What follows belongs to an exercise in optimizing a design on an open flow for small area, a short achievable clock period and few clock cycles per item; a production flow would make more cautious choices.
The RTL was checked by simulation tests, not by an equivalence proof against the original design.

## mult_ex
module mult_ex #(
    parameter WIDTH = 32
) (
    input  logic            clk,
    input  logic            rst_n,
    input  logic[WIDTH-1:0] a,
    input  logic[WIDTH-1:0] b,
    output logic[WIDTH-1:0] lo,
    output logic[WIDTH-1:0] hi,
    input  logic           valid_in,
    output logic           ready_out,
    output logic           valid_out,
    input  logic           ready_in
);
==> flow/config.mk <==
export PLATFORM = sky130hd
export DESIGN_NAME = mult_ex
export DESIGN_NICKNAME = mult_ex
export VERILOG_FILES = /design/flow/design.v
export SDC_FILE = /design/flow/constraint.sdc
export NUM_CORES = 4
export LEC_CHECK = 0
export ABC_CLOCK_PERIOD_IN_PS = 3000
export CAP_MARGIN = 20
export CORE_MARGIN = 2
export CORE_UTILIZATION = 65
export SLEW_MARGIN = 20
==> flow/constraint.sdc <==
create_clock -name core_clock -period 11.0 [get_ports {clk}]
set_input_delay 2.2000 -clock core_clock [delete_from_list [all_inputs] [get_ports {clk}]]
set_output_delay 2.2000 -clock core_clock [all_outputs]
set_load 0.01 [all_outputs]
standard.sh (not shown) runs the stock make flow with config.mk's settings and CLKGATE_MAP_FILE= SYNTH_SCRIPT=/design/flow/synth_recipe.tcl, a recipe that flattens the netlist after the stock synthesis.
==> flow/flow/run.sh <==
#!/bin/bash
set -euo pipefail
sed '1s/-noshare /-noshare -noabc /' synth_recipe.tcl > flow_synth.tcl
grep -q -- '-noabc' flow_synth.tcl
bash standard.sh SYNTH_SCRIPT="$PWD/flow_synth.tcl" \
    "BUFFER_PORTS_ARGS=-buffer_cell sky130_fd_sc_hd__buf_4" \
    MATCH_CELL_FOOTPRINT=0 SETUP_SLACK_MARGIN=7.3 finish > standard_flow.log 2>&1
Testbench counts at the start, summed over its fixed seeds: cycles 2,072, items 2,048.
Rerun with:
--- a/flow/config.mk
+++ b/flow/config.mk
@@ -6,7 +6,7 @@
 export NUM_CORES = 4
 export LEC_CHECK = 0
-export ABC_CLOCK_PERIOD_IN_PS = 3000
+export ABC_AREA = 1
 export CAP_MARGIN = 20
 export CORE_MARGIN = 2
-export CORE_UTILIZATION = 65
+export CORE_UTILIZATION = 55
 export SLEW_MARGIN = 20
Effect: Hold slack degrades by 23 ps; final cell count rises by 28%; routed wire length rises by 21%; worst setup slack improves by 90 ps; design area rises by 4.9%; count of clock-buffer cells in the layout rises by 6.

---

Starting RTL as in the previous note.
Settings: LEC_CHECK=0, ABC_CLOCK_PERIOD_IN_PS=3000, CAP_MARGIN=20, CORE_MARGIN=2, CORE_UTILIZATION=40, SLEW_MARGIN=20; clock period 11.0 ns.
==> flow/flow/run.sh <==
#!/bin/bash
set -euo pipefail
sed '1s/-noshare /-noshare -noabc /' synth_recipe.tcl > flow_synth.tcl
grep -q -- '-noabc' flow_synth.tcl
bash standard.sh SYNTH_SCRIPT="$PWD/flow_synth.tcl" \
    "BUFFER_PORTS_ARGS=-buffer_cell sky130_fd_sc_hd__buf_4" \
    MATCH_CELL_FOOTPRINT=0 SETUP_SLACK_MARGIN=7.6 finish > standard_flow.log 2>&1
The starting point completed with no timing, DRC or antenna violations.
Testbench counts at the start, summed over its fixed seeds: cycles 2,072, items 2,048.
Then changed:
==> flow/flow/run.sh (replaced) <==
#!/bin/bash
set -euo pipefail
sed '1s/-noshare /-noshare -noabc /' synth_recipe.tcl > flow_synth.tcl
grep -q -- '-noabc' flow_synth.tcl
bash standard.sh SYNTH_SCRIPT="$PWD/flow_synth.tcl" \
    "BUFFER_PORTS_ARGS=-buffer_cell sky130_fd_sc_hd__buf_2" \
    MATCH_CELL_FOOTPRINT=0 SETUP_SLACK_MARGIN=7.4 finish > standard_flow.log 2>&1
Settings changed: CORE_UTILIZATION 40 to 55.
After rerunning: Final area decreases by 11%. Clock-buffer cell count increases by 7. Non-clock buffer count decreases by 122. Wire length decreases by about 10%. Sequential share of layout area increases by 2.9 points. Fmax increases by about 2.5%. Area after synthesis stays the same. Utilization increases by 12 points.

==> separate check: timing with driven ports <==
No port has a modelled driver above. Below, the same layouts with a new extraction and two added sets of constraints. Step 1: set_driving_cell puts a clkbuf_16 on clk and a buf_2 on each other input, an assumption about the parent block. Step 2, shift: input delay + t, output delay - t, t = (earliest + latest rising clock arrival at the registers) / 2. This alone moves slack from input paths to output paths. Slacks: ideal / step 1 / step 2; pairs: ideal / step 1.
run | shift t [ns] | slack for setup (ns) | slew at the worst register clock pin (ns) | worst slew at a driven data input, ns | cell pins on the clock port's net
the first run of note 1 | 0.637 | 7.174 / 7.174 / 6.933 | 0.08 / 0.08 | 0.04 | 1
the second run of note 1 | 0.657 | 7.264 / 7.264 / 6.866 | 0.08 / 0.08 | 0.05 | 1
the first run of note 2 | 0.651 | 7.068 / 7.068 / 7.068 | 0.07 / 0.07 | 0.04 | 1
the second run of note 2 | 0.636 | 7.162 / 7.162 / 6.992 | 0.07 / 0.07 | 0.04 | 1
After both steps setup and hold are still met in every run listed. For the second run of note 1, which loses most, drivers alone change the setup slack by 0.000 ns; drivers and shift together by -0.398 ns.
